Background: an optimization exercise with open tools, aiming at small area. Do not read the settings as production practice.
RTL that was checked went through simulation tests only; none was proved equivalent to the original.
No functional check of the RTL was part of runs 4 and 8.
Power is estimated from default activity; no workload was simulated.

**flow/design.v**
```verilog
`timescale 1ns/1ps
module ddr2_ctrl
  (
   input         clk,
   input         rst,
   input  [2:0]  af_cmd,
   input  [30:0] af_addr,
   input         af_empty,
   input         phy_init_done,
   output        ctrl_ref_flag,
   output        ctrl_af_rden,
   output        ctrl_wren,
   output        ctrl_rden,
   output [12:0] ctrl_addr,
   output [1:0]  ctrl_ba,
   output        ctrl_ras_n,
   output        ctrl_cas_n,
   output        ctrl_we_n,
   output [0:0]  ctrl_cs_n
   );
  localparam [3:0] S_IDLE = 4'b0000;
  localparam [3:0] S_ARW  = 4'b0001;    
  localparam [3:0] S_PW   = 4'b0010;    
  localparam [3:0] S_PW1  = 4'b0011;    
  localparam [3:0] S_AW   = 4'b0100;    
  localparam [3:0] S_WW   = 4'b0110;    
  localparam [3:0] S_RW   = 4'b0111;    
  localparam [3:0] S_AR   = 4'b1001;    
  localparam [3:0] S_PRE  = 4'b1010;    
  localparam [3:0] S_ACT  = 4'b1011;    
  localparam [3:0] S_BW   = 4'b1100;    
  localparam [3:0] S_BR   = 4'b1101;    
  reg [3:0] state_r;
  reg [3:0] next_state;
  wire is_cmd  = state_r[3];
  wire is_bst  = state_r[3] & state_r[2];                   
  wire is_bw   = is_bst & ~state_r[0];
  wire is_br   = is_bst &  state_r[0];
  wire is_ar   = state_r[3] & ~state_r[2] & ~state_r[1];
  wire is_pre  = state_r[3] & ~state_r[2] & state_r[1] & ~state_r[0];
  wire is_act  = state_r[3] & ~state_r[2] & state_r[1] &  state_r[0];
  wire is_arw  = (state_r == S_ARW);
  reg rst_r, rst_r1, cs_n_r;
  always @(posedge clk) begin
    rst_r  <= rst;
    rst_r1 <= rst_r;
    cs_n_r <= rst_r1;
  end
  reg phy_init_done_r;
  always @(posedge clk)
    phy_init_done_r <= phy_init_done;
  reg  [11:0] ref_cnt;
  wire        ref_top  = ref_cnt[11] & ref_cnt[4] & ref_cnt[3];      
  wire        ref_flag = ref_top & ref_cnt[1] & ref_cnt[0];          
  wire        ref_near = ref_top & (ref_cnt[1] ^ ref_cnt[0]);        
  always @(posedge clk) begin
    if (rst_r1 & ~ref_near)
      ref_cnt <= 12'd0;
    else if (~rst_r1 & ref_flag)
      ref_cnt <= 12'd1;
    else
      ref_cnt <= ref_cnt + 12'd1;
  end
  reg auto_ref_r;
  always @(posedge clk) begin
    if (rst_r1)
      auto_ref_r <= 1'b0;
    else if (ref_flag)
      auto_ref_r <= 1'b1;
    else if (is_ar)
      auto_ref_r <= 1'b0;
  end
  reg [5:0] wait_cnt;
  always @(posedge clk) begin
    if (is_ar)
      wait_cnt <= 6'd32;
    else if (is_act)
      wait_cnt <= 6'd2;
    else if (is_pre)
      wait_cnt <= 6'd3;
    else if (wait_cnt != 6'd0)
      wait_cnt <= wait_cnt - 6'd1;
  end
  wire wait_ok  = (wait_cnt == 6'd0);
  wire first_arw = is_arw & wait_cnt[5];    
  reg [2:0] ta_cnt;
  reg       last_wr;
  always @(posedge clk) begin
    if (rst_r1)
      ta_cnt <= 3'd0;
    else if (is_bw)
      ta_cnt <= 3'd7;
    else if (is_br)
      ta_cnt <= 3'd4;
    else if (ta_cnt != 3'd0)
      ta_cnt <= ta_cnt - 3'd1;
  end
  always @(posedge clk) begin
    if (is_bw)
      last_wr <= 1'b1;
    else if (is_br)
      last_wr <= 1'b0;
  end
  wire ta_zero    = (ta_cnt == 3'd0);
  wire wr_to_rd_ok = ~last_wr | ta_zero;
  wire rd_to_wr_ok =  last_wr | ta_zero;
  wire r1_bw      =  last_wr & (ta_cnt == 3'd7);    
  wire r1_br      = ~last_wr & ta_cnt[2];           
  wire sm_rden_r  = r1_bw | r1_br;
  assign ctrl_wren =  last_wr & ta_cnt[2] & ta_cnt[1];
  assign ctrl_rden = ~last_wr & (ta_cnt[2] | (ta_cnt[1] & ta_cnt[0]));
  reg [3:0] pre_cnt;
  always @(posedge clk) begin
    if (is_act)
      pre_cnt <= 4'd10;
    else if (is_bw)
      pre_cnt <= 4'd8;
    else if (is_br)
      pre_cnt <= pre_cnt;
    else if (pre_cnt != 4'd0)
      pre_cnt <= pre_cnt - 4'd1;
  end
  wire precharge_ok = (pre_cnt == 4'd0) & ~r1_br;
  wire sm_rden = is_bst;
  reg  rd_af_flag_r, ctrl_af_rden_r;
  reg  af_valid_r, af_valid_r1, af_valid_r2;
  reg  [1:0]  bank1, bank2;
  reg  [12:0] row1, row2;
  reg  [9:0]  col1, col2;
  reg         rd1, rd2;        
  reg         bank_conflict_r;
  assign ctrl_af_rden = sm_rden | rd_af_flag_r;
  always @(posedge clk) begin
    if (rst_r1)
      rd_af_flag_r <= 1'b0;
    else if (ctrl_af_rden_r | (rd_af_flag_r & (af_valid_r | af_valid_r1)))
      rd_af_flag_r <= 1'b0;
    else if (~af_valid_r1 | ~af_valid_r)
      rd_af_flag_r <= 1'b1;
  end
  always @(posedge clk)
    ctrl_af_rden_r <= ctrl_af_rden & ~af_empty;
  always @(posedge clk) begin
    if (rst_r1)
      af_valid_r <= 1'b0;
    else if (ctrl_af_rden_r | sm_rden_r | ~af_valid_r1 | ~af_valid_r2)
      af_valid_r <= ctrl_af_rden_r;
  end
  wire en1 = ~af_valid_r1 | sm_rden_r | ~af_valid_r2;
  always @(posedge clk) begin
    if (rst_r1) begin
      af_valid_r1 <= 1'b0;
      bank1       <= 2'b00;
    end else if (en1) begin
      af_valid_r1 <= af_valid_r;
      bank1       <= af_addr[24:23];
    end
    if (en1) begin
      row1 <= af_addr[22:10];
      col1 <= af_addr[9:0];
      rd1  <= af_cmd[0];
    end
  end
  wire en2 = sm_rden | ~af_valid_r2;
  always @(posedge clk) begin
    if (rst_r1)
      af_valid_r2 <= 1'b0;
    else if (en2)
      af_valid_r2 <= af_valid_r1;
  end
  reg  [3:0]  bank_open;
  reg  [1:0]  mru0, mru1, mru2;
  reg  [12:0] open_row [0:3];
  wire        all_open = &bank_open;
  wire [1:0]  lru_bank = all_open ? (mru0 ^ mru1 ^ mru2) : 2'b00;
  always @(posedge clk) begin
    if (en2) begin
      bank2 <= bank1;
      row2  <= row1;
      col2  <= col1;
      rd2   <= rd1;
      bank_conflict_r <= ~bank_open[bank1];
    end
  end
  wire act_upd = is_act & ~rst_r1;
  wire hit0 = (mru0 == bank2);
  wire hit1 = (mru1 == bank2);
  always @(posedge clk) begin
    if (first_arw)
      bank_open <= 4'b0000;
    else if (act_upd)
      bank_open[bank2] <= 1'b1;
    if (act_upd) begin
      mru0 <= bank2;
      if (~hit0)
        mru1 <= mru0;
      if (~hit0 & ~hit1)
        mru2 <= mru1;
      open_row[bank2] <= row2;
    end
  end
  wire wr_flag = af_valid_r2 & ~rd2;
  wire rd_flag = af_valid_r2 &  rd2;
  wire row_miss = (open_row[bank2] != row2);
  wire conflict_detect = af_valid_r2 & (bank_conflict_r | row_miss);
  wire no_precharge = bank_conflict_r & ~all_open;
  always @(posedge clk) begin
    if (rst_r1)
      state_r <= S_IDLE;
    else
      state_r <= next_state;
  end
  always @(*) begin
    next_state = state_r;
    case (state_r)
      S_IDLE:
        if (phy_init_done_r)
          next_state = S_AR;
      S_PRE:
        next_state = auto_ref_r ? S_PW1 : S_PW;
      S_PW:
        if (wait_ok)
          next_state = auto_ref_r ? S_PRE : S_ACT;
      S_PW1:
        if (wait_ok)
          next_state = S_AR;
      S_AR:
        next_state = S_ARW;
      S_ARW:
        if (wait_ok) begin
          if (auto_ref_r)
            next_state = S_PRE;
          else if (af_valid_r2)
            next_state = S_ACT;
        end
      S_ACT:
        next_state = S_AW;
      S_AW:
        if (wait_ok) begin
          if (auto_ref_r) begin
            if (precharge_ok)
              next_state = S_PRE;
          end else if (~rd2 & rd_to_wr_ok)
            next_state = S_BW;
          else if (rd2 & wr_to_rd_ok)
            next_state = S_BR;
        end
      S_BW:
        next_state = S_WW;
      S_WW:
        if (conflict_detect | auto_ref_r) begin
          if (no_precharge & ~auto_ref_r)
            next_state = S_ACT;
          else if (precharge_ok)
            next_state = S_PRE;
        end else if (wr_flag)
          next_state = S_BW;
        else if (rd_flag & wr_to_rd_ok)
          next_state = S_BR;
      S_BR:
        next_state = S_RW;
      S_RW:
        if (conflict_detect | auto_ref_r) begin
          if (no_precharge & ~auto_ref_r)
            next_state = S_ACT;
          else if (precharge_ok)
            next_state = S_PRE;
        end else if (rd_flag)
          next_state = S_BR;
        else if (wr_flag & rd_to_wr_ok)
          next_state = S_BW;
      default:
        next_state = state_r;
    endcase
  end
  reg        ras_n_r, cas_n_r, we_n_r;
  reg [12:0] addr_r;
  reg [1:0]  ba_r;
  always @(posedge clk) begin
    ras_n_r <= ~is_cmd | state_r[2];
    cas_n_r <= ~is_cmd | state_r[1];
    we_n_r  <= ~is_cmd | state_r[0];
  end
  always @(posedge clk) begin
    if (is_act)
      addr_r <= row2;
    else if (is_bst)
      addr_r <= {3'b000, col2};
    else
      addr_r <= {2'b00, is_pre & auto_ref_r, 10'd0};
    if (is_pre & bank_conflict_r)
      ba_r <= lru_bank;
    else
      ba_r <= bank2;
  end
  assign ctrl_ref_flag = ref_flag;
  assign ctrl_addr  = addr_r;
  assign ctrl_ba    = ba_r;
  assign ctrl_ras_n = ras_n_r;
  assign ctrl_cas_n = cas_n_r;
  assign ctrl_we_n  = we_n_r;
  assign ctrl_cs_n  = cs_n_r;
endmodule
`timescale 1ns/1ps
module ddr2_ctrl_top (
  input         clk,
  input         rst,
  input  [2:0]  af_cmd,
  input  [30:0] af_addr,
  input         af_empty,
  input         phy_init_done,
  output        ctrl_ref_flag,
  output        ctrl_af_rden,
  output        ctrl_wren,
  output        ctrl_rden,
  output [12:0] ctrl_addr,
  output [1:0]  ctrl_ba,
  output        ctrl_ras_n,
  output        ctrl_cas_n,
  output        ctrl_we_n,
  output [0:0]  ctrl_cs_n
);
  ddr2_ctrl u_ctrl (
    .clk           (clk),
    .rst           (rst),
    .af_cmd        (af_cmd),
    .af_addr       (af_addr),
    .af_empty      (af_empty),
    .phy_init_done (phy_init_done),
    .ctrl_ref_flag (ctrl_ref_flag),
    .ctrl_af_rden  (ctrl_af_rden),
    .ctrl_wren     (ctrl_wren),
    .ctrl_rden     (ctrl_rden),
    .ctrl_addr     (ctrl_addr),
    .ctrl_ba       (ctrl_ba),
    .ctrl_ras_n    (ctrl_ras_n),
    .ctrl_cas_n    (ctrl_cas_n),
    .ctrl_we_n     (ctrl_we_n),
    .ctrl_cs_n     (ctrl_cs_n)
  );
endmodule
```
**flow/flow/run.sh**
```bash
#!/bin/bash
# Standard ORFS layout with two changes: ports are buffered with buf_1, and
# CTS inserts no dummy loads. Each tool's output goes to a log file here.
set -euo pipefail
export BUFFER_PORTS_ARGS="-buffer_cell sky130_fd_sc_hd__buf_1"
export CTS_ARGS="-sink_clustering_enable -repair_clock_nets -dont_use_dummy_load"
bash standard.sh > standard.log 2>&1
```
**flow/standard.sh**
```bash
#!/bin/bash
# synth_recipe.tcl (not shown) runs the flow's synth.tcl, then flattens the netlist and writes it again
# the make line also repeats each setting of config.mk as NAME=value (left out here)
make -C /OpenROAD-flow-scripts/flow DESIGN_CONFIG=/design/flow/config.mk WORK_HOME=/design/flow/orfs CLKGATE_MAP_FILE= SYNTH_SCRIPT=/design/flow/synth_recipe.tcl "${@:-finish}"
```
**flow/config.mk**
```make
export PLATFORM = sky130hd
export DESIGN_NAME = ddr2_ctrl_top
export DESIGN_NICKNAME = ddr2_ctrl_top
export VERILOG_FILES = /design/flow/design.v
export SDC_FILE = /design/flow/constraint.sdc
export NUM_CORES = 4
export LEC_CHECK = 0
export CAP_MARGIN = 20
export CORE_MARGIN = 2
export CORE_UTILIZATION = 40
export PLACE_DENSITY = 0.6
export SLEW_MARGIN = 20
```
**flow/constraint.sdc**
```tcl
create_clock -name core_clock -period 5.0 [get_ports {clk}]
set_input_delay 1.0000 -clock core_clock [delete_from_list [all_inputs] [get_ports {clk}]]
set_output_delay 1.0000 -clock core_clock [all_outputs]
set_load 0.01 [all_outputs]
```
==> run summary, run 1 <==
max-cap check violation count=0; Resized Gates After CTS=0; shortest period the worst path allows=3.19 ns; final setup violation count=0; clock buffer depth=2; Die W=about 130 um; Worst Max-Slew Pin Slew=0.909 ns; Post-DRT Antenna Nets=0; Reg clk slew, reported paths=0.06 ns; Comb power frac=16.9%; Die H=between 100 and 150 um; root buf cell=clkbuf_16; Yosys cell types=56; Min Hold Slack=0.331 ns; Core Region=0.0166 mm^2; Ant. Diodes=0; Hold Path Stages=0; Syn Inst Count=487; mux share of post-synthesis cell area=under 10%; post-synthesis adder-cell area fraction=~1.3%; power density over cell area=451 mW/mm^2; Core Rows=47; Via density=5.12; post-synth top area share=48.3%; syn nets=531; Hold EP=u_ctrl.rst_r1; final wirelength=12100 um; GRT overflow=0; Sw Pwr=0.925 mW; #FFs+latches synth=175; worst r2r dst=u_ctrl.state_r[0]; unrepaired setup endpoints after global routing=false; Detailed Place HPWL=8130 um; port bufs=52; worst-path fanout max=13; Startpoint Class=flop; Max H-tree Level=4; GRT Util Overall=14.2%; most common cell after layout, fill and taps aside=edfxtp_1; Synth Flop Type=edfxtp_1; first-pass GRT wire length=19900 um; Util after Layout=46.1%; Synth Area in Compound Gates=slightly above 8%; Clock power frac=30.0%; hold_buf cts=0; Setup Skew=0.0216 ns; fraction of layout instances using a drive strength above 1=under 10%; Max Freq=314 MHz; Static Leak=around 2.7 nW; number of synthesized flops with an enable pin=109; setup_tns=0 ns; Num CTS Buffers=17; Starting DRT DRC Count=218; mean post-synth cell area=roughly 14 um^2; max_slew headroom=approximately two fifths; Worst Path Required=around 5.3 ns; status=complete, no violations; final hold viol count=0; clk sink count=175; worst endpoint data arrival time=3.51 ns; register area share after synthesis=around two thirds; Critical Path Sink Type=flop; Setup Buffers After CTS=0; dominant cell type by area after synthesis=edfxtp_1; reg2reg setup slack=1.81 ns; Sequential Power Share=53.1%; ys async rst share=0%; ranking of synthesized cells by area=edfxtp_1 (48%), dfxtp_1 (19%), mux4_1 (3.9%), xnor2_1 (3.4%), nor2_1 (2.5%); Cell Int Power=2.53 mW; Sw Ratio=26.8%; initial antenna violation count=0; synthesis-to-finish area growth=12.8%; Fillers=1502; Clock Latency Late Sink=0.42 ns; GPL Wtd Cong=approximately 0.88; Synth Area in XOR/XNOR=4.91%; largest net degree at the start of global routing=30; max-slew violations=0; hold wc startpoint=u_ctrl.rst_r; simple-gate portion of the synthesized area=9.54%; vias in the first global route=3892; via count=3910; NumNets Final=590; first-pass detailed-route iteration total=5; most frequent cells in the layout=edfxtp_1 (109), dfxtp_1 (66), buf_1 (52); Boundary Pins=61; Max VDD drop=between 0.2 and 0.25 mV; CTS tree=built; synth warn=1; Hold Path Class=flop to flop; initial core utilization=40.9%; die area=0.0180 mm^2; Tcrit/Tclk final=63.7%; Residual DRC=0; worst-case reg-to-reg path depth=7; Pwr Total=around 3.5 mW; Mapped Area=0.00678 mm^2; wire length per cell=15.8 um; CP Class=flop to flop; largest family of logic cells by synthesized area=simple AND/OR/NAND/NOR gates
[worst max path at each step]
| stage | from | to | slack [ns] | cells past startpoint |
|---|---|---|---|---|
| floorplan | u_ctrl.state_r[3] | u_ctrl.open_row[0][0] | 2.28 | 4 |
| global placement | flop | u_ctrl.state_r[0] | 1.83 | 7 |
| detailed placement | flop | u_ctrl.state_r[0] | 1.82 | 7 |
| CTS | flop | u_ctrl.state_r[0] | 1.77 | 7 |
| global route | u_ctrl.state_r[3] | u_ctrl.open_row[3][1] | 1.68 | 5 |
| finish | flop | u_ctrl.state_r[0] | 1.81 | 7 |
[routing by layer]
layer | global-route usage (%) | share of wire [%]
met1 | 19.4 | 47
met2 | 22.2 | 48
met3 | 3.14 | 4.1
met4 | 6.02 | 1.4
met5 | 0 | 0
[power by group through the flow]
stage          registers, mW  logic (mW)  clock network [mW]
2_1_floorplan           1.78       0.497                   0
3_3_place_gp            1.85       0.552                   0
4_1_cts                 1.83       0.583                1.06
5_1_grt                 1.85       0.662                1.12
6_report                1.83       0.582                1.04
3_5_place_dp            1.86       0.579                   0
[Yosys cell counts (all sizes together), types with 10 or more instances]
cell / n
nand3: 14
nor2: 45
a21oi: 21
o21ai: 19
xnor2: 26
a22o: 11
mux4: 14
clkbuf: 10
xor2: 12
inv: 17
nand2: 23
edfxtp: 109
dfxtp: 66
[area by class of cell]
cell class / instances / area [um^2] / share of cell area [%]
Sequential cell: 175 / 4590 / 60.0
Multi-Input combinational cell: 278 / 2060 / 26.9
Clock buffer: 17 / 425 / 5.56
Tap cell: 220 / 275 / 3.60
Timing Repair Buffer: 57 / 233 / 3.04
Inverter: 17 / 63.8 / 0.834
[logic make-up (layout without fill, tap and decap cells)]
group                    count (synthesis)  after routing
AO/OA/AOI/OAI                           83             83
XOR/XNOR                                38             38
adder cells (fa/ha/maj)                  7              7
buffers and inverters                   34             91
flip-flops                             175            175
multiplexers                            21             21
AND/OR/NAND/NOR                        129            129
[critical path, stage by stage (launching register included)]
cell and delay (ns):
dfxtp_1 0.82, mux4_2 0.60, xor2_1 0.15, or3_4 0.36, nor4_4 0.51, o211ai_2 0.23, and2_4 0.23, a311oi_2 0.18
[sequential cells by signal, indices dropped and copies added, names as in the netlist, 4 cells and up, named ones only]
register and cells:
u_ctrl.open_row 52, u_ctrl.addr_r 13, u_ctrl.row1 13, u_ctrl.row2 13, u_ctrl.ref_cnt 12, u_ctrl.col1 10
u_ctrl.col2 10, u_ctrl.wait_cnt 6, u_ctrl.bank_open 4, u_ctrl.pre_cnt 4, u_ctrl.state_r 4
[per-stage QoR]
step,instance area [um^2],instances,worst slack (ns)
floorplan,6780,487,2.28
global placement,7220,747,1.83
detailed placement,7220,747,1.82
CTS,7650,764,1.77
global route,7650,764,1.68
finish,7650,764,1.81
==> inputs of run 2 (changes only) <==
==> flow/run.sh (new file) <==
#!/bin/bash
# synth_recipe.tcl (not shown) runs the flow's synth.tcl, then flattens the netlist and writes it again
# the make line also repeats each setting of config.mk as NAME=value (left out here)
make -C /OpenROAD-flow-scripts/flow DESIGN_CONFIG=/design/flow/config.mk WORK_HOME=/design/flow/orfs CLKGATE_MAP_FILE= SYNTH_SCRIPT=/design/flow/synth_recipe.tcl finish
--- a/flow/config.mk
+++ b/flow/config.mk
@@ -8,5 +8,8 @@
 export CAP_MARGIN = 20
 export CORE_MARGIN = 2
 export CORE_UTILIZATION = 40
+export CTS_BUF_LIST = sky130_fd_sc_hd__clkbuf_8
+export CTS_CLUSTER_DIAMETER = 100
+export CTS_CLUSTER_SIZE = 30
 export PLACE_DENSITY = 0.6
 export SLEW_MARGIN = 20
removed: flow/flow/run.sh
removed: flow/standard.sh
==> run summary, run 2 <==
status=complete, no violations; port bufs=between 50 and 60; CTS tree=built; Setup Skew=roughly 0.0094 ns; clk sink count=~180; Post-DRT Antenna Nets=0; GRT Util Overall=14.7%; syn nets=between 500 and 600; most instantiated library cell after synthesis=edfxtp_1; worst-case reg-to-reg path depth=7; Max H-tree Level=4; GRT overflow=0; GPL Wtd Cong=0.844; met3 Use GR=3.55%; Boundary Pins=~60; Max VDD drop=~0.19 mV; max_slew headroom=38.4%; CP Class=flop to output port; first-pass detailed-route iteration total=4; number of synthesized flops with an enable pin=roughly 110; CP max stage delay=around 0.65 ns; fraction of layout instances using a drive strength above 1=roughly a tenth; hold_buf cts=0; worst endpoint data arrival time=2.23 ns; final hold viol count=0; max reg flops=52; Residual DRC=0; root buf cell=clkbuf_8; vias in the first global route=3907; final setup violation count=0; Detailed Place HPWL=8260 um; Util after Layout=approximately 48%; WP buf/inv=1; most flop-heavy register=u_ctrl.open_row; final wirelength=12400 um; CP Cell Sequence=nand2_1 > nand2b_1 > clkdlybuf4s50_1; Die H=134 um; final setup margin=1.77 ns; Core Rows=47; hold wc startpoint=u_ctrl.rst_r; Max Freq=slightly above 300 MHz; Static Leak=2.79 nW; most frequent cells in the layout=edfxtp_1 (109), dfxtp_1 (66), clkdlybuf4s50_1 (52); Pwr Total=3.40 mW; Worst Path Required=4.00 ns; Hold Path Stages=0; Synth Flop Type=edfxtp_1; Ant. Diodes=0; most common cell after layout, fill and taps aside=edfxtp_1; via count=3913; register area share after synthesis=about two thirds; met1 Use GR=between 20% and 30%; Die W=134 um; Syn Inst Count=487; Setup Buffers After CTS=0; shortest period the worst path allows=about 3.2 ns; Startpoint Class=flop; reg2reg setup slack=1.88 ns; max-cap check violation count=0; cell area after layout=0.00795 mm^2; most used routing layer=met2; Placed Instance Area=0.00755 mm^2; ys async rst share=0%; Hold Path Class=flop to flop; Num CTS Buffers=17; initial antenna violation count=0; first-pass GRT wire length=around 20000 um; unrepaired setup endpoints after global routing=false; NumNets Final=590; Clock Latency Late Sink=around 0.46 ns; worst-path fanout max=15; Worst Max-Slew Pin Slew=about 0.92 ns; clock buffer depth=2; synthesis-to-finish area growth=17.3%; Yosys cell types=56; Via density=~5.0; met2 Track Usage GR=22.2%; max-slew violations=0; power density over cell area=428 mW/mm^2; ranking of synthesized cells by area=edfxtp_1 (48%), dfxtp_1 (19%), mux4_1 (3.9%), xnor2_1 (3.4%), nor2_1 (2.5%); #FFs+latches synth=175; mean post-synth cell area=13.9 um^2; Critical Path Sink Type=output port; pre-CTS WS=1.82 ns; synth warn=1; Core Region=0.0166 mm^2; wire length per cell=15.9 um; largest net degree at the start of global routing=30; crit path max-delay cell type=dfxtp_1; setup_tns=0 ns; initial core utilization=40.9%; Tcrit/Tclk final=64.5%; Hold EP=u_ctrl.rst_r1; Fillers=1458; dominant cell type by area after synthesis=edfxtp_1; Resized Gates After CTS=0; Reg clk slew, reported paths=approximately 0.090 ns; Crit path max-delay family=flip-flops; worst r2r dst=u_ctrl.state_r[0]; Synth top cells by count=edfxtp_1 (109), dfxtp_1 (66), nor2_1 (45); Starting DRT DRC Count=239; post-synth top area share=between 40% and 50%; Mapped Area=between 0.006 and 0.007 mm^2; die area=0.0180 mm^2
run 2: area by class of cell:
cell class / instances / area [um^2] / share of cell area (%)
Tap cell: 220 / 275 / 3.46
Multi-Input combinational cell: 278 / 2060 / 25.9
Timing Repair Buffer: 57 / 558 / 7.02
Clock inverter: 15 / 168 / 2.11
Clock buffer: 17 / 234 / 2.94
Sequential cell: 175 / 4590 / 57.8
Inverter: 17 / 63.8 / 0.802
run 2: through the flow:
stage          hold slack (ns)  std cells
2_1_floorplan            0.310        487
3_3_place_gp             0.322        747
3_5_place_dp             0.326        747
4_1_cts                  0.350        779
5_1_grt                  0.357        779
6_report                 0.345        779
run 2: worst max-delay path by stage:
stage                            startpoint                    end  depth (start not counted)  slack [ns]
after CTS                 u_ctrl.state_r[3]           ctrl_af_rden                          3        1.78
after floorplan           u_ctrl.state_r[3]  u_ctrl.open_row[0][0]                          4        2.28
after global routing                   flop      u_ctrl.state_r[0]                          7        1.63
final                     u_ctrl.state_r[2]           ctrl_af_rden                          3        1.77
after global placement                 flop      u_ctrl.state_r[0]                          7        1.84
after detailed placement               flop      u_ctrl.state_r[0]                          7        1.82
run 2: power breakdown:
group | leakage, nW | internal [mW] | total (mW) | switching (mW)
combinational | 0.987 | 0.313 | 0.620 | 0.307
clock | 0.205 | 0.380 | 0.952 | 0.572
sequential | 1.60 | 1.67 | 1.83 | 0.163
total | 2.79 | 2.36 | 3.40 | 1.04
run 2: cell families after synthesis:
| family | Yosys count | share of synthesized area, % |
|---|---|---|
| compound gates | 83 | 8.25 |
| simple gates | 129 | 9.54 |
| mux | 21 | 6.29 |
| flops | 175 | 67.8 |
| xor+xnor | 38 | 4.91 |
| fa+ha+maj | 7 | 1.25 |
| buf+inv | 34 | 1.99 |
run 2: routing by layer:
layer | wire [um] | up-vias
li1 | - | 1917
met1 | 5940 | 1892
met2 | 5790 | 85
met3 | 452 | 19
met4 | 199 | 0
met5 | 0 | -
run 2: worst reg2reg max path: stages (launching register included):
cell and delay (ns):
dfxtp_1 0.87, mux4_2 0.60, xor2_1 0.15, or3_4 0.35, nor4_4 0.46, o211ai_2 0.21
and2_4 0.22, a311oi_2 0.18
==> inputs of run 3 (changes only) <==
--- a/flow/config.mk
+++ b/flow/config.mk
@@ -8,8 +8,5 @@
 export CAP_MARGIN = 20
 export CORE_MARGIN = 2
 export CORE_UTILIZATION = 40
-export CTS_BUF_LIST = sky130_fd_sc_hd__clkbuf_8
-export CTS_CLUSTER_DIAMETER = 100
-export CTS_CLUSTER_SIZE = 30
 export PLACE_DENSITY = 0.6
 export SLEW_MARGIN = 20
==> run summary, run 3 <==
Synth Flop Type=edfxtp_1; root buf cell=clkbuf_16; placed cells=747; Mapped Area=slightly below 0.007 mm^2; ranking of synthesized cells by area=edfxtp_1 (48%), dfxtp_1 (19%), mux4_1 (3.9%), xnor2_1 (3.4%), nor2_1 (2.5%); Residual DRC=0; dominant cell type by area after synthesis=edfxtp_1; Max VDD drop=0.262 mV; hold_buf cts=0; Worst Path Required=4.00 ns; post-synth top area share=48.3%; Core Rows=47; GRT Util Overall=14.8%; max reg flops=52; first-pass GRT wire length=20400 um; most common cell after layout, fill and taps aside=edfxtp_1; Yosys cell types=56; Ant. Diodes=0; Hold Path Class=flop to flop; pre-CTS WS=1.82 ns; Max Freq=313 MHz; via count=3929; Synth top cells by count=edfxtp_1 (109), dfxtp_1 (66), nor2_1 (45); vias in the first global route=3939; Num CTS Buffers=17; Critical Path Sink Type=output port; GPL Wtd Cong=0.844; largest net degree at the start of global routing=30; die area=roughly 0.018 mm^2; Die H=134 um; Finished Layout Cells=779; crit path max-delay cell type=dfxtp_1; Clock Latency Late Sink=0.43 ns; Post-DRT Antenna Nets=0; final wirelength=12400 um; Tcrit/Tclk final=63.9%; Startpoint Class=flop; number of synthesized flops with an enable pin=109; Syn Inst Count=487; CTS tree=built; wire length per cell=15.9 um; Resized Gates After CTS=0; Starting DRT DRC Count=229; port bufs=52; syn nets=approximately 530; Pwr Total=3.74 mW; register area share after synthesis=67.8%; Static Leak=2.88 nW; clock buffer depth=2; synthesis-to-finish area growth=20.1%; initial antenna violation count=0; Max H-tree Level=4; final hold viol count=0; Min Hold Slack=between 0.3 and 0.4 ns; status=complete, no violations; mean post-synth cell area=13.9 um^2; final setup violation count=0; most flop-heavy register=u_ctrl.open_row; unrepaired setup endpoints after global routing=false; Worst Max-Slew Pin Slew=0.945 ns; #FFs+latches synth=around 180; Setup Skew=~0.009 ns; CP Class=flop to output port; Crit path max-delay family=flip-flops; Reg clk slew, reported paths=around 0.07 ns; ys async rst share=0%; GRT overflow=0; first-pass detailed-route iteration total=4; clk sink count=approximately 180; CP Cell Sequence=nand2_1 > nand2b_1 > clkdlybuf4s50_1; Die W=between 100 and 150 um; Boundary Pins=61; fraction of layout instances using a drive strength above 1=9.66%; NumNets Final=590; Via density=5.04; Detailed Place HPWL=8260 um; most frequent cells in the layout=edfxtp_1 (109), dfxtp_1 (66), clkdlybuf4s50_1 (52); max-cap check violation count=0; final setup margin=1.80 ns; power density over cell area=459 mW/mm^2; worst-path fanout max=15; most instantiated library cell after synthesis=edfxtp_1; Setup Buffers After CTS=0; initial core utilization=just over 40%; synth warn=1; max_slew headroom=37.0%; WP buf/inv=1; Core Region=roughly 0.017 mm^2; max-slew violations=0; setup_tns=0 ns; shortest period the worst path allows=3.20 ns; worst endpoint data arrival time=approximately 2.2 ns; CP max stage delay=about 0.64 ns
-- run 3: changes by cell type in the layout (fill, tap and decap cells not counted) --
cell       change
clkbuf_8      -17
clkbuf_16     +17
-- run 3: path summary, 6_finish.rpt --
path         slack (ns)         startpoint                 to  cells past startpoint
max                1.80  u_ctrl.state_r[2]       ctrl_af_rden                      3
min                0.34       u_ctrl.rst_r      u_ctrl.rst_r1                      0
max reg2reg        1.87               flop  u_ctrl.state_r[0]                      7
min reg2reg        0.34       u_ctrl.rst_r      u_ctrl.rst_r1                      0
-- run 3: final cells by class --
type,count,area [um^2]
Timing Repair Buffer,57,558
Tap cell,220,275
Clock buffer,17,425
Fill cell,1430,8440
Sequential cell,175,4590
Multi-Input combinational cell,278,2060
Clock inverter,15,168
Inverter,17,63.8
-- run 3: where the power goes --
group	switching (mW)	total, mW	internal [mW]
Combinational	0.307	0.620	0.313
Clock	0.616	1.29	0.673
Sequential	0.163	1.83	1.67
Total	1.09	3.74	2.65
-- run 3: logic make-up (layout without fill, tap and decap cells) --
family                     after synthesis  count (layout)  share of synthesized area [%]
DFF                                    175             175                           67.8
and+or+nand+nor                        129             129                           9.54
AOI/OAI and AO/OA                       83              83                           8.25
xor gates and xnor gates                38              38                           4.91
buffers and inverters                   34             106                           1.99
muxes                                   21              21                           6.29
adders and majority gates                7               7                           1.25
-- run 3: worst register-to-register path: cells and delay by family (launching register included) --
kind	cells	cell delay, ns
xor gates and xnor gates	1	0.15
DFF	1	0.85
and+or+nand+nor	3	1.05
muxes	1	0.60
AOI/OAI and AO/OA	2	0.40
-- run 3: metrics by stage --
stage               cell area (um^2)  util [%]
finish                          8140      49.1
global route                    8140      49.1
CTS                             8140      49.1
detailed placement              7550      45.5
global placement                7550      45.5
floorplan                       6780         -
-- run 3: per-layer routing --
layer / wire [um] / GRT usage (%)
met5: 0 / 0
met4: 227 / 6.20
met3: 480 / 3.17
met2: 5800 / 22.4
met1: 5880 / 20.7
==> inputs of run 4 (changes only) <==
--- a/flow/design.v
+++ b/flow/design.v
@@ -75,13 +75,18 @@
     if (is_ar)
       wait_cnt <= 6'd32;
     else if (is_act)
-      wait_cnt <= 6'd2;
+      wait_cnt <= 6'd10;
     else if (is_pre)
       wait_cnt <= 6'd3;
+    else if (is_bw)
+      wait_cnt <= 6'd8;
+    else if (is_br)
+      wait_cnt <= wait_cnt;
     else if (wait_cnt != 6'd0)
       wait_cnt <= wait_cnt - 6'd1;
   end
-  wire wait_ok  = (wait_cnt == 6'd0);
+  wire wait_ok   = (wait_cnt == 6'd0);
+  wire rcd_ok    = ~wait_cnt[3] | (wait_cnt[2:0] == 3'd0);   
   wire first_arw = is_arw & wait_cnt[5];    
   reg [2:0] ta_cnt;
   reg       last_wr;
@@ -109,18 +114,7 @@
   wire sm_rden_r  = r1_bw | r1_br;
   assign ctrl_wren =  last_wr & ta_cnt[2] & ta_cnt[1];
   assign ctrl_rden = ~last_wr & (ta_cnt[2] | (ta_cnt[1] & ta_cnt[0]));
-  reg [3:0] pre_cnt;
-  always @(posedge clk) begin
-    if (is_act)
-      pre_cnt <= 4'd10;
-    else if (is_bw)
-      pre_cnt <= 4'd8;
-    else if (is_br)
-      pre_cnt <= pre_cnt;
-    else if (pre_cnt != 4'd0)
-      pre_cnt <= pre_cnt - 4'd1;
-  end
-  wire precharge_ok = (pre_cnt == 4'd0) & ~r1_br;
+  wire precharge_ok = wait_ok & ~r1_br;
   wire sm_rden = is_bst;
   reg  rd_af_flag_r, ctrl_af_rden_r;
   reg  af_valid_r, af_valid_r1, af_valid_r2;
@@ -236,7 +230,7 @@
       S_ACT:
         next_state = S_AW;
       S_AW:
-        if (wait_ok) begin
+        if (rcd_ok) begin
           if (auto_ref_r) begin
             if (precharge_ok)
               next_state = S_PRE;
==> flow/flow/run.sh (new file) <==
#!/bin/bash
# Standard ORFS layout with two changes: ports are buffered with buf_1, and
# CTS inserts no dummy loads and uses small clock buffers. Each tool's output
# goes to a log file here.
set -euo pipefail
export BUFFER_PORTS_ARGS="-buffer_cell sky130_fd_sc_hd__buf_1"
export CTS_ARGS="-sink_clustering_enable -repair_clock_nets -dont_use_dummy_load -buf_list sky130_fd_sc_hd__clkbuf_8 -sink_clustering_size 30 -sink_clustering_max_diameter 100"
bash standard.sh > standard.log 2>&1
==> flow/standard.sh (new file) <==
#!/bin/bash
# synth_recipe.tcl (not shown) runs the flow's synth.tcl, then flattens the netlist and writes it again
# the make line also repeats each setting of config.mk as NAME=value (left out here)
make -C /OpenROAD-flow-scripts/flow DESIGN_CONFIG=/design/flow/config.mk WORK_HOME=/design/flow/orfs CLKGATE_MAP_FILE= SYNTH_SCRIPT=/design/flow/synth_recipe.tcl "${@:-finish}"
removed: flow/run.sh
==> run summary, run 4 <==
Tcrit/Tclk final=65.5%; Mapped Area=0.00661 mm^2; worst r2r dst=u_ctrl.state_r[3]; status=complete, no violations; Critical Path Sink Type=flop; fraction of layout instances using a drive strength above 1=8.30%; Worst Path Required=5.33 ns; ys async rst share=0%; GPL Wtd Cong=0.836; worst endpoint data arrival time=3.61 ns; Crit path max-delay family=flip-flops; Residual DRC=0; largest net degree at the start of global routing=30; max-cap check violation count=0; Yosys cell types=50; most common cell after layout, fill and taps aside=edfxtp_1; Num CTS Buffers=17; CP max stage delay=0.88 ns; Max Freq=between 300 and 400 MHz; Starting DRT DRC Count=277; Synth top cells by count=edfxtp_1 (109), dfxtp_1 (62), nor2_1 (50); most instantiated library cell after synthesis=edfxtp_1; shortest period the worst path allows=~3.3 ns; Worst Max-Slew Pin Slew=0.943 ns; Detailed Place HPWL=7900 um; crit path to=u_ctrl.state_r[3]; Via density=5.07; post-synth top area share=between 40% and 50%; Critical Path Stages=7; CP Cell Sequence=mux4_2 > xor2_1 > nor4_1 > nand4_1 > o21a_1 > a41o_1 > a2111oi_2; clk sink count=around 170; Syn Inst Count=490; placed cells=roughly 740; final setup violation count=0; final hold viol count=0; Clock Latency Late Sink=0.44 ns; Reg clk slew, reported paths=0.09 ns; final wirelength=12100 um; max-slew violations=0; power density over cell area=between 400 and 500 mW/mm^2; CTS tree=built; dominant cell type by area after synthesis=edfxtp_1; synthesis-to-finish area growth=9.77%; GRT Util Overall=around 15%; max reg flops=52; wire length per cell=~16 um; crit path max-delay cell type=dfxtp_1; initial antenna violation count=0; first-pass GRT wire length=roughly 20000 um; syn nets=534; vias in the first global route=between 3000 and 4000; CP Class=flop to flop; Setup Skew=0.0286 ns; reg2reg setup slack=1.73 ns; register area share after synthesis=68.3%; Hold Path Class=flop to flop; Resized Gates After CTS=0; Ant. Diodes=0; first-pass detailed-route iteration total=4; Die W=133 um; worst-case reg-to-reg path depth=7; WP buf/inv=0; initial core utilization=41.3%; Finished Layout Cells=758; root buf cell=clkbuf_8; Min Hold Slack=approximately 0.34 ns; Synth Flop Type=edfxtp_1; hold_buf cts=0; Static Leak=2.47 nW; GRT overflow=0; Post-DRT Antenna Nets=0; Core Rows=between 40 and 50; clock buffer depth=2; setup_tns=0 ns; unrepaired setup endpoints after global routing=false; ranking of synthesized cells by area=edfxtp_1 (50%), dfxtp_1 (19%), mux4_2 (4.1%), nor2_1 (2.8%), xnor2_1 (2.4%); most flop-heavy register=u_ctrl.open_row; Startpoint Class=flop; via count=approximately 3800; max_slew headroom=37.1%; Setup Buffers After CTS=0; Max VDD drop=0.184 mV; #FFs+latches synth=roughly 170; synth warn=1; number of synthesized flops with an enable pin=~110; NumNets Final=588; port bufs=52; Boundary Pins=61; die area=between 0.015 and 0.02 mm^2; Max H-tree Level=4; worst-path fanout max=14; Core Region=0.0160 mm^2; most frequent cells in the layout=edfxtp_1 (109), dfxtp_1 (62), buf_1 (52); Die H=133 um; mean post-synth cell area=13.5 um^2
-- run 4: cell count changes in the layout (fill, tap and decap cells not counted), moves of 7 or more --
| cell | before | now |
|---|---|---|
| buf_1 | 0 | 52 |
| clkbuf_16 | 17 | 0 |
| clkbuf_8 | 0 | 17 |
| clkdlybuf4s50_1 | 52 | 0 |
| mux4_1 | 10 | 0 |
| mux4_2 | 4 | 12 |
| nand2_1 | 23 | 39 |
| nand3_1 | 14 | 7 |
| o21ai_0 | 18 | 10 |
| xnor2_1 | 26 | 18 |
-- run 4: area by class of cell --
class	instances	area, um^2
inverter	17	63.8
clock buffer	17	234
multi-input combinational	280	1940
fill	1492	8750
timing repair buffer	57	233
sequential	171	4510
tap	216	270
-- run 4: per-layer routing --
metal	vias up	part of all wire (%)	global-route usage, %
met1	1846	44	18.2
met4	0	1.2	5.73
met2	107	50	24.2
li1	1883	-	-
met3	10	5.3	4.48
met5	-	0	0
-- run 4: cell families after synthesis --
logic type,count (synthesis),synth area share (%)
buf+inv,39,2.46
flops,171,68.3
xor+xnor,35,4.64
mux,24,5.96
compound gates,84,8.56
fa+ha+maj,7,1.29
simple gates,130,8.78
-- run 4: worst min-delay path by stage --
stage / from / to / slack (ns) / depth (start not counted)
2_1_floorplan: u_ctrl.rst_r / u_ctrl.rst_r1 / 0.31 / 0
4_1_cts: u_ctrl.rst_r / u_ctrl.rst_r1 / 0.34 / 0
3_3_place_gp: u_ctrl.rst_r / u_ctrl.rst_r1 / 0.31 / 0
6_report: u_ctrl.rst_r / u_ctrl.rst_r1 / 0.34 / 0
5_1_grt: u_ctrl.rst_r / u_ctrl.rst_r1 / 0.35 / 0
3_5_place_dp: u_ctrl.rst_r / u_ctrl.rst_r1 / 0.32 / 0
-- run 4: through the flow --
| stage | instance area [um^2] | power (mW) | util (%) | setup WS [ns] |
|---|---|---|---|---|
| floorplan | 6610 | 2.23 | - | 2.33 |
| global placement | 7020 | 2.37 | 43.9 | 1.77 |
| detailed placement | 7020 | 2.39 | 43.9 | 1.65 |
| CTS | 7250 | 3.10 | 45.3 | 1.62 |
| global route | 7250 | 3.25 | 45.3 | 1.44 |
| finish | 7250 | 3.07 | 45.3 | 1.73 |
-- run 4: power breakdown --
| part | internal [mW] | leakage, nW | switching [mW] |
|---|---|---|---|
| sequential | 1.63 | 1.57 | 0.161 |
| clock | 0.300 | 0.122 | 0.401 |
| combinational | 0.252 | 0.784 | 0.323 |
| total | 2.18 | 2.47 | 0.885 |
==> inputs of run 5 (changes only) <==
--- a/flow/design.v
+++ b/flow/design.v
@@ -50,16 +50,17 @@
   always @(posedge clk)
     phy_init_done_r <= phy_init_done;
   reg  [11:0] ref_cnt;
-  wire        ref_top  = ref_cnt[11] & ref_cnt[4] & ref_cnt[3];      
-  wire        ref_flag = ref_top & ref_cnt[1] & ref_cnt[0];          
-  wire        ref_near = ref_top & (ref_cnt[1] ^ ref_cnt[0]);        
+  wire [11:0] ref_nxt  = {ref_cnt[10:0],
+                          ~(ref_cnt[11] ^ ref_cnt[5] ^ ref_cnt[3] ^ ref_cnt[0])};
+  wire        ref_flag = (ref_cnt == 12'd1968);
+  wire        ref_near = (ref_cnt == 12'd2540) | (ref_cnt == 12'd984);
   always @(posedge clk) begin
     if (rst_r1 & ~ref_near)
       ref_cnt <= 12'd0;
     else if (~rst_r1 & ref_flag)
       ref_cnt <= 12'd1;
     else
-      ref_cnt <= ref_cnt + 12'd1;
+      ref_cnt <= ref_nxt;
   end
   reg auto_ref_r;
   always @(posedge clk) begin
@@ -120,7 +121,7 @@
   reg  af_valid_r, af_valid_r1, af_valid_r2;
   reg  [1:0]  bank1, bank2;
   reg  [12:0] row1, row2;
-  reg  [9:0]  col1, col2;
+  reg  [9:0]  col1;
   reg         rd1, rd2;        
   reg         bank_conflict_r;
   assign ctrl_af_rden = sm_rden | rd_af_flag_r;
@@ -171,11 +172,14 @@
     if (en2) begin
       bank2 <= bank1;
       row2  <= row1;
-      col2  <= col1;
       rd2   <= rd1;
       bank_conflict_r <= ~bank_open[bank1];
     end
   end
+  reg [9:0] col_r;
+  always @(posedge clk)
+    if (~af_valid_r2 | sm_rden_r)
+      col_r <= col1;
   wire act_upd = is_act & ~rst_r1;
   wire hit0 = (mru0 == bank2);
   wire hit1 = (mru1 == bank2);
@@ -268,27 +272,25 @@
     endcase
   end
   reg        ras_n_r, cas_n_r, we_n_r;
-  reg [12:0] addr_r;
-  reg [1:0]  ba_r;
   always @(posedge clk) begin
     ras_n_r <= ~is_cmd | state_r[2];
     cas_n_r <= ~is_cmd | state_r[1];
     we_n_r  <= ~is_cmd | state_r[0];
   end
+  reg        a10_r;
+  reg [1:0]  ba_r;
   always @(posedge clk) begin
-    if (is_act)
-      addr_r <= row2;
-    else if (is_bst)
-      addr_r <= {3'b000, col2};
-    else
-      addr_r <= {2'b00, is_pre & auto_ref_r, 10'd0};
+    a10_r <= is_pre & auto_ref_r;
     if (is_pre & bank_conflict_r)
       ba_r <= lru_bank;
     else
       ba_r <= bank2;
   end
+  wire cmd_act = ~ras_n_r & cas_n_r & we_n_r;
+  assign ctrl_addr[12:11] = row2[12:11] & {2{cmd_act}};
+  assign ctrl_addr[10]    = (row2[10] & cmd_act) | a10_r;
+  assign ctrl_addr[9:0]   = (row2[9:0] & {10{cmd_act}}) | (col_r & {10{ras_n_r}});
   assign ctrl_ref_flag = ref_flag;
-  assign ctrl_addr  = addr_r;
   assign ctrl_ba    = ba_r;
   assign ctrl_ras_n = ras_n_r;
   assign ctrl_cas_n = cas_n_r;
==> flow/flow/run.sh (replaced) <==
#!/bin/bash
# Standard ORFS layout with two changes: ports are buffered with buf_1, and
# CTS inserts no dummy loads and uses small clock buffers. Each tool's output
# goes to a log file here.
set -euo pipefail
export BUFFER_PORTS_ARGS="-buffer_cell sky130_fd_sc_hd__buf_1"
export CTS_ARGS="-sink_clustering_enable -repair_clock_nets -dont_use_dummy_load -buf_list sky130_fd_sc_hd__clkbuf_4 sky130_fd_sc_hd__clkbuf_8"
bash standard.sh > standard.log 2>&1
==> flow/config.mk (replaced) <==
export PLATFORM = sky130hd
export DESIGN_NAME = ddr2_ctrl_top
export DESIGN_NICKNAME = ddr2_ctrl_top
export VERILOG_FILES = /design/flow/design.v
export SDC_FILE = /design/flow/constraint.sdc
export NUM_CORES = 4
export LEC_CHECK = 0
export CAP_MARGIN = 0
export CORE_MARGIN = 2
export CORE_UTILIZATION = 70
export PLACE_DENSITY = 0.8
export SLEW_MARGIN = 0
==> run summary, run 5 <==
status=stopped before the end; Halt Stage=clock tree synthesis (4_1_cts); stop err=[ERROR STA-0564] clock_tree_synthesis positional arguments not supported.; Mapped Area=0.00634 mm^2; pre-CTS WS=about 2.1 ns; synth warn=1; ys async rst share=0%; Synth Flop Type=edfxtp_1; #FFs+latches synth=159; Yosys cell types=60; register area share after synthesis=between 60% and 70%; post-synth top area share=51.7%; Die H=a little under 100 um; GPL Wtd Cong=0.892; Core Rows=34; most instantiated library cell after synthesis=edfxtp_1; initial core utilization=between 70% and 80%; syn nets=491; Placed Instance Area=0.00663 mm^2; port bufs=52; Die W=99.1 um; Synth top cells by count=edfxtp_1 (109), dfxtp_1 (50), nor2_1 (29); Detailed Place HPWL=7550 um; Syn Inst Count=448; Boundary Pins=61; mean post-synth cell area=between 10 and 15 um^2; ranking of synthesized cells by area=edfxtp_1 (52%), dfxtp_1 (16%), mux4_1 (2.9%), mux4_2 (2.5%), xor2_1 (2.5%); dominant cell type by area after synthesis=edfxtp_1; number of synthesized flops with an enable pin=109; placed cells=just under 600
-- run 5: cell count changes after synthesis, sizes merged, moves of 6 or more --
cell,previous run,this run
nor3,3,9
o21ai,12,21
dfxtp,62,50
a21oi,23,13
and2,2,15
nor2,50,29
xnor2,18,8
nand2,39,26
-- run 5: cells by family after synthesis --
family / synth area share [%]
buf+inv: 2.25
flops: 67.5
xor+xnor: 3.59
mux: 6.54
compound gates: 9.30
simple gates: 9.72
fa+ha+maj: 1.15
-- run 5: power by group through the flow --
stage / Sequential, mW / Combinational, mW / Clock (mW)
floorplan: 1.60 / 0.510 / 0
global placement: 1.67 / 0.585 / 0
detailed placement: 1.68 / 0.599 / 0
-- run 5: worst max path at each step --
stage | from | to | slack, ns
3_5_place_dp | flop | u_ctrl.state_r[0] | 2.08
3_3_place_gp | flop | u_ctrl.state_r[2] | 2.13
2_1_floorplan | u_ctrl.state_r[2] | u_ctrl.open_row[2][0] | 2.30
==> inputs of run 6 (changes only) <==
==> flow/flow/run.sh (replaced) <==
#!/bin/bash
# Standard ORFS layout with two changes: ports are buffered with buf_1, and
# CTS inserts no dummy loads and uses small clock buffers. Each tool's output
# goes to a log file here.
set -euo pipefail
export BUFFER_PORTS_ARGS="-buffer_cell sky130_fd_sc_hd__buf_1"
export CTS_ARGS="-sink_clustering_enable -repair_clock_nets -dont_use_dummy_load -buf_list {sky130_fd_sc_hd__clkbuf_4 sky130_fd_sc_hd__clkbuf_8}"
bash standard.sh > standard.log 2>&1
==> run summary, run 6 <==
Placed Instance Area=about 0.0066 mm^2; max reg flops=52; GPL Wtd Cong=0.892; Die W=99.1 um; die area=~0.0098 mm^2; Synth top cells by count=edfxtp_1 (109), dfxtp_1 (50), nor2_1 (29); power density over cell area=~430 mW/mm^2; most flop-heavy register=u_ctrl.open_row; first-pass GRT wire length=17900 um; Static Leak=2.46 nW; GRT Util Overall=24.3%; Residual DRC=0; status=complete, no violations; CP max stage delay=0.68 ns; first-pass detailed-route iteration total=5; worst endpoint data arrival time=1.98 ns; #FFs+latches synth=159; Synth Flop Type=edfxtp_1; final hold viol count=0; CP Cell Sequence=and3b_1 > a22o_1 > buf_1; mean post-synth cell area=14.1 um^2; Reg clk slew, reported paths=0.07 ns; Syn Inst Count=448; root buf cell=clkbuf_8; Post-DRT Antenna Nets=0; dominant cell type by area after synthesis=edfxtp_1; final setup violation count=0; wire length per cell=about 19 um; Num CTS Buffers=17; via count=3743; clk sink count=159; max_slew headroom=between 20% and 30%; largest net degree at the start of global routing=34; Core Region=0.00876 mm^2; Hold Path Class=flop to flop; setup_tns=0 ns; unrepaired setup endpoints after global routing=false; Starting DRT DRC Count=253; post-synth top area share=51.7%; synth warn=1; Pwr Total=2.93 mW; initial core utilization=between 70 and 80%; crit path max-delay cell type=and3b_1; number of synthesized flops with an enable pin=between 100 and 150; Detailed Place HPWL=7550 um; initial antenna violation count=0; max-slew violations=0; synthesis-to-finish area growth=8.29%; Clock Latency Late Sink=0.44 ns; GRT overflow=0; Yosys cell types=60; clock buffer depth=2; Max VDD drop=just under 0.3 mV; Finished Layout Cells=609; Worst Max-Slew Pin Slew=1.12 ns; Mapped Area=around 0.0063 mm^2; most common cell after layout, fill and taps aside=edfxtp_1; max-cap check violation count=0; Tcrit/Tclk final=59.6%; Fillers=543; NumNets Final=between 500 and 600; Die H=99.1 um; ys async rst share=0%; vias in the first global route=3533; Critical Path Sink Type=output port; Ant. Diodes=0; ranking of synthesized cells by area=edfxtp_1 (52%), dfxtp_1 (16%), mux4_1 (2.9%), mux4_2 (2.5%), xor2_1 (2.5%); register area share after synthesis=67.5%; syn nets=491; final wirelength=~11000 um; shortest period the worst path allows=between 2 and 3 ns; cell area after layout=0.00686 mm^2; hold_buf cts=0; biggest regs=u_ctrl.open_row x52, u_ctrl.row1 x13, u_ctrl.row2 x13; Max H-tree Level=4; placed cells=~590; Core Rows=34; most instantiated library cell after synthesis=edfxtp_1; Worst Path Required=approximately 4.0 ns; Via density=between 6 and 7; Setup Skew=a little over 0.04 ns; CTS tree=built; Setup Buffers After CTS=0; Boundary Pins=61; port bufs=52; worst-path fanout max=13; Startpoint Class=flop; fraction of layout instances using a drive strength above 1=8.78%; most frequent cells in the layout=edfxtp_1 (109), buf_1 (52), dfxtp_1 (50); Resized Gates After CTS=0; CP Class=flop to output port; Max Freq=335 MHz
==> run 6: cell counts after synthesis <==
Identical to the previous run, type by type.
==> run 6: cell type report <==
class                   count  area (um^2)  share of cell area (%)
clock buffers              17          234                    3.41
inverters                  15         56.3                   0.821
multi-input cells         253         1930                    28.1
flip-flops and latches    159         4270                    62.3
well taps                 108          135                    1.97
repair buffers             57          233                    3.39
==> run 6: per-layer routing <==
metal	global-route usage (%)	routed length (um)	vias up
met5	0	0	-
met4	9.17	208	0
met3	5.62	622	23
met2	37.2	5360	138
met1	34.7	5120	1809
li1	-	-	1773
==> run 6: final timing paths <==
kind / end / depth (start not counted) / slack [ns] / from
max: ctrl_addr[2] / 3 / 2.02 / u_ctrl.ras_n_r
max reg2reg: u_ctrl.state_r[0] / 7 / 2.13 / flop
min: u_ctrl.rst_r1 / 0 / 0.34 / u_ctrl.rst_r
min reg2reg: u_ctrl.rst_r1 / 0 / 0.34 / u_ctrl.rst_r
==> run 6: worst max-delay path: cells and delay by family (launching register included) <==
family / cells / cell delay (ns)
AO/OA/AOI/OAI: 1 / 0.23
buffers and inverters: 1 / 0.18
flip-flops: 1 / 0.47
AND/OR/NAND/NOR: 1 / 0.68
==> run 6: kinds of logic (layout without fill, tap and decap cells) <==
group / Yosys count / in the layout / share of synthesized area, %
AND/OR/NAND/NOR: 115 / 115 / 9.72
buffers and inverters: 36 / 89 / 2.25
adder cells (fa/ha/maj): 6 / 6 / 1.15
multiplexers: 21 / 21 / 6.54
AO/OA/AOI/OAI: 85 / 85 / 9.30
flip-flops: 159 / 159 / 67.5
XOR/XNOR: 26 / 26 / 3.59
==> run 6: metrics by stage <==
step | hold WS (ns) | setup slack (ns) | utilization [%]
floorplan | 0.310 | 2.30 | -
global placement | 0.313 | 2.13 | 75.6
detailed placement | 0.324 | 2.08 | 75.6
CTS | 0.340 | 2.04 | 78.3
global route | 0.351 | 1.89 | 78.3
finish | 0.337 | 2.02 | 78.3
==> run 6: power breakdown <==
group,internal [mW],total (mW),switching (mW)
clock network,0.300,0.669,0.369
registers,1.51,1.65,0.146
logic,0.274,0.608,0.333
==> inputs of run 7 (changes only) <==
==> flow/flow/run.sh (replaced) <==
#!/bin/bash
# Standard ORFS layout with two changes: ports are buffered with buf_1, and
# CTS inserts no dummy loads and uses small clock buffers. Each tool's output
# goes to a log file here.
set -euo pipefail
export BUFFER_PORTS_ARGS="-buffer_cell sky130_fd_sc_hd__buf_1"
export CTS_ARGS="-sink_clustering_enable -repair_clock_nets -dont_use_dummy_load -buf_list sky130_fd_sc_hd__clkbuf_8"
bash standard.sh > standard.log 2>&1
==> run summary, run 7 <==
Startpoint Class=flop; Hold EP=u_ctrl.rst_r1; final setup margin=2.02 ns; Hold Path Stages=0; pre-CTS WS=2.08 ns; Resized Gates After CTS=0; Fillers=543; Tcrit/Tclk final=around three fifths; max reg flops=52; vias in the first global route=3533; Num CTS Buffers=17; most instantiated library cell after synthesis=edfxtp_1; GRT overflow=0; worst-case reg-to-reg path depth=7; root buf cell=clkbuf_8; Setup Buffers After CTS=0; Worst Max-Slew Pin Slew=1.12 ns; Post-DRT Antenna Nets=0; Die H=99.1 um; final hold viol count=0; Reg clk slew, reported paths=0.07 ns; port bufs=52; die area=0.00983 mm^2; NumNets Final=546; initial antenna violation count=0; number of synthesized flops with an enable pin=109; register area=0.00427 mm^2; Residual DRC=0; unrepaired setup endpoints after global routing=false; Synth Flop Type=edfxtp_1; biggest regs=u_ctrl.open_row x52, u_ctrl.row1 x13, u_ctrl.row2 x13; clock buffer depth=2; Clock Latency Late Sink=0.44 ns; syn nets=between 400 and 500; Boundary Pins=a little over 60; Starting DRT DRC Count=253; fraction of layout instances using a drive strength above 1=8.78%; dominant cell type by area after synthesis=edfxtp_1; GPL Wtd Cong=0.892; max-slew violations=0; largest net degree at the start of global routing=34; most frequent cells in the layout=edfxtp_1 (109), buf_1 (52), dfxtp_1 (50); Yosys cell types=60; clk sink count=159; Core Rows=34; Mapped Area=0.00634 mm^2; Detailed Place HPWL=7550 um; final setup violation count=0; max_slew headroom=between 20 and 30%; first-pass detailed-route iteration total=5; via count=3743; Max H-tree Level=4; worst r2r dst=u_ctrl.state_r[0]; wire length per cell=18.6 um; Min Hold Slack=0.337 ns; Core Region=0.00876 mm^2; #FFs+latches synth=159; most flop-heavy register=u_ctrl.open_row; Finished Layout Cells=roughly 600; post-synth top area share=51.7%; Via density=6.15; synthesis-to-finish area growth=8.29%; Syn Inst Count=448; Setup Skew=between 0.04 and 0.05 ns; Critical Path Sink Type=output port; CP Class=flop to output port; max-cap check violation count=0; first-pass GRT wire length=17900 um; Static Leak=2.46 nW; Hold Path Class=flop to flop; ys async rst share=0%; synth warn=1; hold_buf cts=0; setup_tns=0 ns; power density over cell area=427 mW/mm^2; GRT Util Overall=24.3%; reg2reg setup slack=between 2 and 2.5 ns; hold wc startpoint=u_ctrl.rst_r; worst endpoint data arrival time=1.98 ns; Die W=roughly 100 um; Ant. Diodes=0; final wirelength=11300 um; shortest period the worst path allows=approximately 3 ns; Worst Path Required=4.00 ns; placed cells=roughly 600; Max VDD drop=0.296 mV; most common cell after layout, fill and taps aside=edfxtp_1; CTS tree=built; register area share after synthesis=67.5%; mean post-synth cell area=14.1 um^2; worst-path fanout max=13; combined area of the multi-input logic cells=0.00193 mm^2; Max Freq=335 MHz; status=complete, no violations; initial core utilization=72.3%; Synth top cells by count=edfxtp_1 (109), dfxtp_1 (50), nor2_1 (29); ranking of synthesized cells by area=edfxtp_1 (52%), dfxtp_1 (16%), mux4_1 (2.9%), mux4_2 (2.5%), xor2_1 (2.5%)
## run 7: cell counts in the layout (fill, tap and decap cells not counted)
No cell type changed its count.
## run 7: how the worst max path moves through the flow
stage	from	to	slack [ns]	cells after the start
floorplan	u_ctrl.state_r[2]	u_ctrl.open_row[2][0]	2.30	5
CTS	u_ctrl.ras_n_r	ctrl_addr[1]	2.04	3
global route	u_ctrl.ras_n_r	ctrl_addr[7]	1.89	3
finish	u_ctrl.ras_n_r	ctrl_addr[2]	2.02	3
global placement	flop	u_ctrl.state_r[2]	2.13	7
detailed placement	flop	u_ctrl.state_r[0]	2.08	7
## run 7: area by class of cell
type / count / area share (%)
Clock buffer: 17 / 3.41
Inverter: 15 / 0.821
Multi-Input combinational cell: 253 / 28.1
Sequential cell: 159 / 62.3
Tap cell: 108 / 1.97
Timing Repair Buffer: 57 / 3.39
## run 7: stage by stage
step / util (%) / power (mW) / cell area [um^2]
after floorplan: - / 2.11 / 6340
after global placement: 75.6 / 2.25 / 6630
after detailed placement: 75.6 / 2.28 / 6630
after CTS: 78.3 / 2.94 / 6860
after global routing: 78.3 / 3.07 / 6860
final: 78.3 / 2.93 / 6860
## run 7: cells by family after synthesis
group                      count (synthesis)  share of synthesized area [%]
DFF                                      159                           67.5
and+or+nand+nor                          115                           9.72
AOI/OAI and AO/OA                         85                           9.30
buffers and inverters                     36                           2.25
xor gates and xnor gates                  26                           3.59
muxes                                     21                           6.54
adders and majority gates                  6                           1.15
## run 7: critical path, stage by stage (launching register included)
cell and delay, ns:
dfxtp_1 0.47, and3b_1 0.68, a22o_1 0.23, buf_1 0.18
## run 7: power by group
part           internal (mW)  switching (mW)  leakage (nW)
Combinational          0.274           0.333         0.864
Clock                  0.300           0.369         0.122
Sequential              1.51           0.146          1.47
## run 7: metal layers
layer / share of wire, % / global-route usage (%) / vias up
li1: - / - / 1773
met1: 45 / 34.7 / 1809
met2: 47 / 37.2 / 138
met3: 5.5 / 5.62 / 23
met4: 1.8 / 9.17 / 0
met5: 0 / 0 / -
==> inputs of run 8 (changes only) <==
--- a/flow/design.v
+++ b/flow/design.v
@@ -40,6 +40,7 @@
   wire is_pre  = state_r[3] & ~state_r[2] & state_r[1] & ~state_r[0];
   wire is_act  = state_r[3] & ~state_r[2] & state_r[1] &  state_r[0];
   wire is_arw  = (state_r == S_ARW);
+  reg ras_n_r, cas_n_r, we_n_r;    
   reg rst_r, rst_r1, cs_n_r;
   always @(posedge clk) begin
     rst_r  <= rst;
@@ -120,7 +121,7 @@
   reg  rd_af_flag_r, ctrl_af_rden_r;
   reg  af_valid_r, af_valid_r1, af_valid_r2;
   reg  [1:0]  bank1, bank2;
-  reg  [12:0] row1, row2;
+  reg  [12:0] row1;
   reg  [9:0]  col1;
   reg         rd1, rd2;        
   reg         bank_conflict_r;
@@ -166,12 +167,22 @@
   reg  [3:0]  bank_open;
   reg  [1:0]  mru0, mru1, mru2;
   reg  [12:0] open_row [0:3];
+  reg         row_conflict_r;
   wire        all_open = &bank_open;
+  wire        cmd_act = ~ras_n_r & cas_n_r & we_n_r;
+  reg  [1:0]  row_bank;    
+  wire [1:0]  bank1_nxt = rst_r1 ? 2'b00 : en1 ? af_addr[24:23] : bank1;
+  always @(posedge clk)
+    row_bank <= is_act ? bank2 : bank1_nxt;
+  wire [12:0] row_sel = open_row[row_bank];
+  always @(posedge clk)
+    if (en2 & af_valid_r1)
+      open_row[bank1] <= row1;
   wire [1:0]  lru_bank = all_open ? (mru0 ^ mru1 ^ mru2) : 2'b00;
   always @(posedge clk) begin
     if (en2) begin
       bank2 <= bank1;
-      row2  <= row1;
+      row_conflict_r <= (row_sel != row1);
       rd2   <= rd1;
       bank_conflict_r <= ~bank_open[bank1];
     end
@@ -194,13 +205,11 @@
         mru1 <= mru0;
       if (~hit0 & ~hit1)
         mru2 <= mru1;
-      open_row[bank2] <= row2;
     end
   end
   wire wr_flag = af_valid_r2 & ~rd2;
   wire rd_flag = af_valid_r2 &  rd2;
-  wire row_miss = (open_row[bank2] != row2);
-  wire conflict_detect = af_valid_r2 & (bank_conflict_r | row_miss);
+  wire conflict_detect = af_valid_r2 & (bank_conflict_r | row_conflict_r);
   wire no_precharge = bank_conflict_r & ~all_open;
   always @(posedge clk) begin
     if (rst_r1)
@@ -271,7 +280,6 @@
         next_state = state_r;
     endcase
   end
-  reg        ras_n_r, cas_n_r, we_n_r;
   always @(posedge clk) begin
     ras_n_r <= ~is_cmd | state_r[2];
     cas_n_r <= ~is_cmd | state_r[1];
@@ -286,10 +294,9 @@
     else
       ba_r <= bank2;
   end
-  wire cmd_act = ~ras_n_r & cas_n_r & we_n_r;
-  assign ctrl_addr[12:11] = row2[12:11] & {2{cmd_act}};
-  assign ctrl_addr[10]    = (row2[10] & cmd_act) | a10_r;
-  assign ctrl_addr[9:0]   = (row2[9:0] & {10{cmd_act}}) | (col_r & {10{ras_n_r}});
+  assign ctrl_addr[12:11] = row_sel[12:11] & {2{cmd_act}};
+  assign ctrl_addr[10]    = (row_sel[10] & cmd_act) | a10_r;
+  assign ctrl_addr[9:0]   = (row_sel[9:0] & {10{cmd_act}}) | (col_r & {10{ras_n_r}});
   assign ctrl_ref_flag = ref_flag;
   assign ctrl_ba    = ba_r;
   assign ctrl_ras_n = ras_n_r;
==> run summary, run 8 <==
largest net degree at the start of global routing=27; port bufs=between 50 and 60; Static Leak=2.25 nW; Hold Path Class=flop to flop; wire length per cell=18.4 um; initial core utilization=between 70 and 80%; cell area after layout=0.00652 mm^2; unrepaired setup endpoints after global routing=false; Worst Path Required=4.00 ns; clk sink count=~150; die area=between 0.009 and 0.01 mm^2; Max Freq=297 MHz; Setup Skew=0.0354 ns; final hold viol count=0; Placed Instance Area=0.00629 mm^2; Die H=between 90 and 100 um; Starting DRT DRC Count=339; CP Class=flop to output port; power density over cell area=441 mW/mm^2; Pwr Total=2.87 mW; Min Hold Slack=between 0.3 and 0.4 ns; synth warn=1; GPL Wtd Cong=around 0.9; biggest regs=u_ctrl.open_row x52, u_ctrl.row1 x13, u_ctrl.ref_cnt x12; hold_buf cts=0; Core Rows=33; Via density=~6.3; hold wc startpoint=u_ctrl.rst_r; max-cap check violation count=0; Clock Latency Late Sink=between 0.4 and 0.5 ns; Detailed Place HPWL=roughly 7500 um; pre-CTS WS=around 1.7 ns; NumNets Final=545; Finished Layout Cells=around 610; most flop-heavy register=u_ctrl.open_row; Util after Layout=around four fifths; fraction of layout instances using a drive strength above 1=under 10%; max-slew violations=0; Hold Path Stages=0; placed cells=between 500 and 600; shortest period the worst path allows=3.37 ns; worst-path fanout max=13; status=complete, no violations; Core Region=0.00830 mm^2; synthesis-to-finish area growth=8.11%; final setup margin=1.63 ns; Residual DRC=0; max reg flops=52; max_slew headroom=22.9%; mean post-synth cell area=roughly 13 um^2; Syn Inst Count=451; Boundary Pins=61; initial antenna violation count=0; Ant. Diodes=0; most common cell after layout, fill and taps aside=edfxtp_1; Synth Flop Type=edfxtp_1; worst r2r dst=u_ctrl.open_row[0][1]; RR Startpoint=u_ctrl.state_r[3]; vias in the first global route=3684; Die W=96.9 um; worst-case reg-to-reg path depth=4; Tcrit/Tclk final=about two thirds; Fillers=506; reg2reg setup slack=approximately 1.8 ns; most instantiated library cell after synthesis=edfxtp_1; Synth top cells by count=edfxtp_1 (97), dfxtp_1 (50), nor2_1 (29); Yosys cell types=62; GRT overflow=0; Worst Max-Slew Pin Slew=1.15 ns; first-pass GRT wire length=18700 um; via count=3810; ranking of synthesized cells by area=edfxtp_1 (48%), dfxtp_1 (17%), mux4_2 (5.2%), xnor2_1 (2.2%), xor2_1 (1.9%); #FFs+latches synth=147; final setup violation count=0; Reg clk slew, reported paths=0.08 ns; Post-DRT Antenna Nets=0; Startpoint Class=flop; final wirelength=11100 um; worst endpoint data arrival time=roughly 2.4 ns; GRT Util Overall=approximately a quarter; first-pass detailed-route iteration total=5; dominant cell type by area after synthesis=edfxtp_1; Critical Path Sink Type=output port; Hold EP=u_ctrl.rst_r1; Max H-tree Level=4; CTS tree=built; Mapped Area=0.00603 mm^2; setup_tns=0 ns; Max VDD drop=0.261 mV; Num CTS Buffers=17; post-synth top area share=48.3%; most frequent cells in the layout=edfxtp_1 (97), buf_1 (52), dfxtp_1 (50); clock buffer depth=2; Resized Gates After CTS=0; ys async rst share=0%; register area share after synthesis=64.9%; Setup Buffers After CTS=0; number of synthesized flops with an enable pin=97; syn nets=494; root buf cell=clkbuf_8
==> run 8: cell types whose count changed after synthesis, moves of 7 or more <==
cell,delta
edfxtp_1,-12
xnor2_1,+7
mux4_1,-7
a21oi_1,+9
mux4_2,+7
==> run 8: logic make-up after synthesis <==
logic type                 count (synthesis)  share of synthesized area, %
muxes                                     17                          5.76
xor gates and xnor gates                  28                          4.06
and+or+nand+nor                          129                          11.5
DFF                                      147                          64.9
buffers and inverters                     37                          2.45
AOI/OAI and AO/OA                         87                          10.1
adders and majority gates                  6                          1.20
==> run 8: how the worst max path moves through the flow <==
stage	start	end	slack, ns	cells past startpoint
2_1_floorplan	u_ctrl.state_r[2]	u_ctrl.open_row[0][0]	2.26	5
3_3_place_gp	u_ctrl.state_r[3]	u_ctrl.open_row[0][11]	1.76	4
4_1_cts	flop	ctrl_addr[4]	1.60	3
5_1_grt	u_ctrl.state_r[3]	u_ctrl.open_row[0][1]	1.46	4
3_5_place_dp	u_ctrl.state_r[3]	u_ctrl.open_row[0][1]	1.73	4
6_report	flop	ctrl_addr[4]	1.63	3
==> run 8: final cells by class <==
class	count	area [um^2]	share of cell area [%]
inverter	15	56.3	0.863
timing repair buffer	54	210	3.22
multi-input combinational	267	1980	30.3
sequential	147	3910	60.0
tap	105	131	2.01
clock buffer	17	234	3.59
==> run 8: report_power, final <==
part / leakage [nW] / switching, mW / internal [mW]
Sequential: 1.34 / 0.171 / 1.39
Clock: 0.122 / 0.352 / 0.299
Combinational: 0.784 / 0.363 / 0.297
Total: 2.25 / 0.886 / 1.99
==> run 8: per-layer routing <==
layer / share of wire, % / GRT usage (%)
met1: 46 / 38.3
met5: 0 / 0
met2: 45 / 37.1
met3: 7.3 / 6.50
met4: 2.1 / 9.86
==> run 8: worst max-delay path, stage by stage, from the launching register on <==
cell	delay (ns)
dfxtp_1	0.92
mux4_2	0.66
a22o_1	0.24
buf_1	0.14

Re-timed with assumed drivers on the ports (clkbuf_16 on the clock, buf_2 on other inputs), run 8 has 1.598 ns of setup slack against 1.633 ns with ideal ports, and 1.752 ns once port delays also move by the mid clock arrival of 0.448 ns.
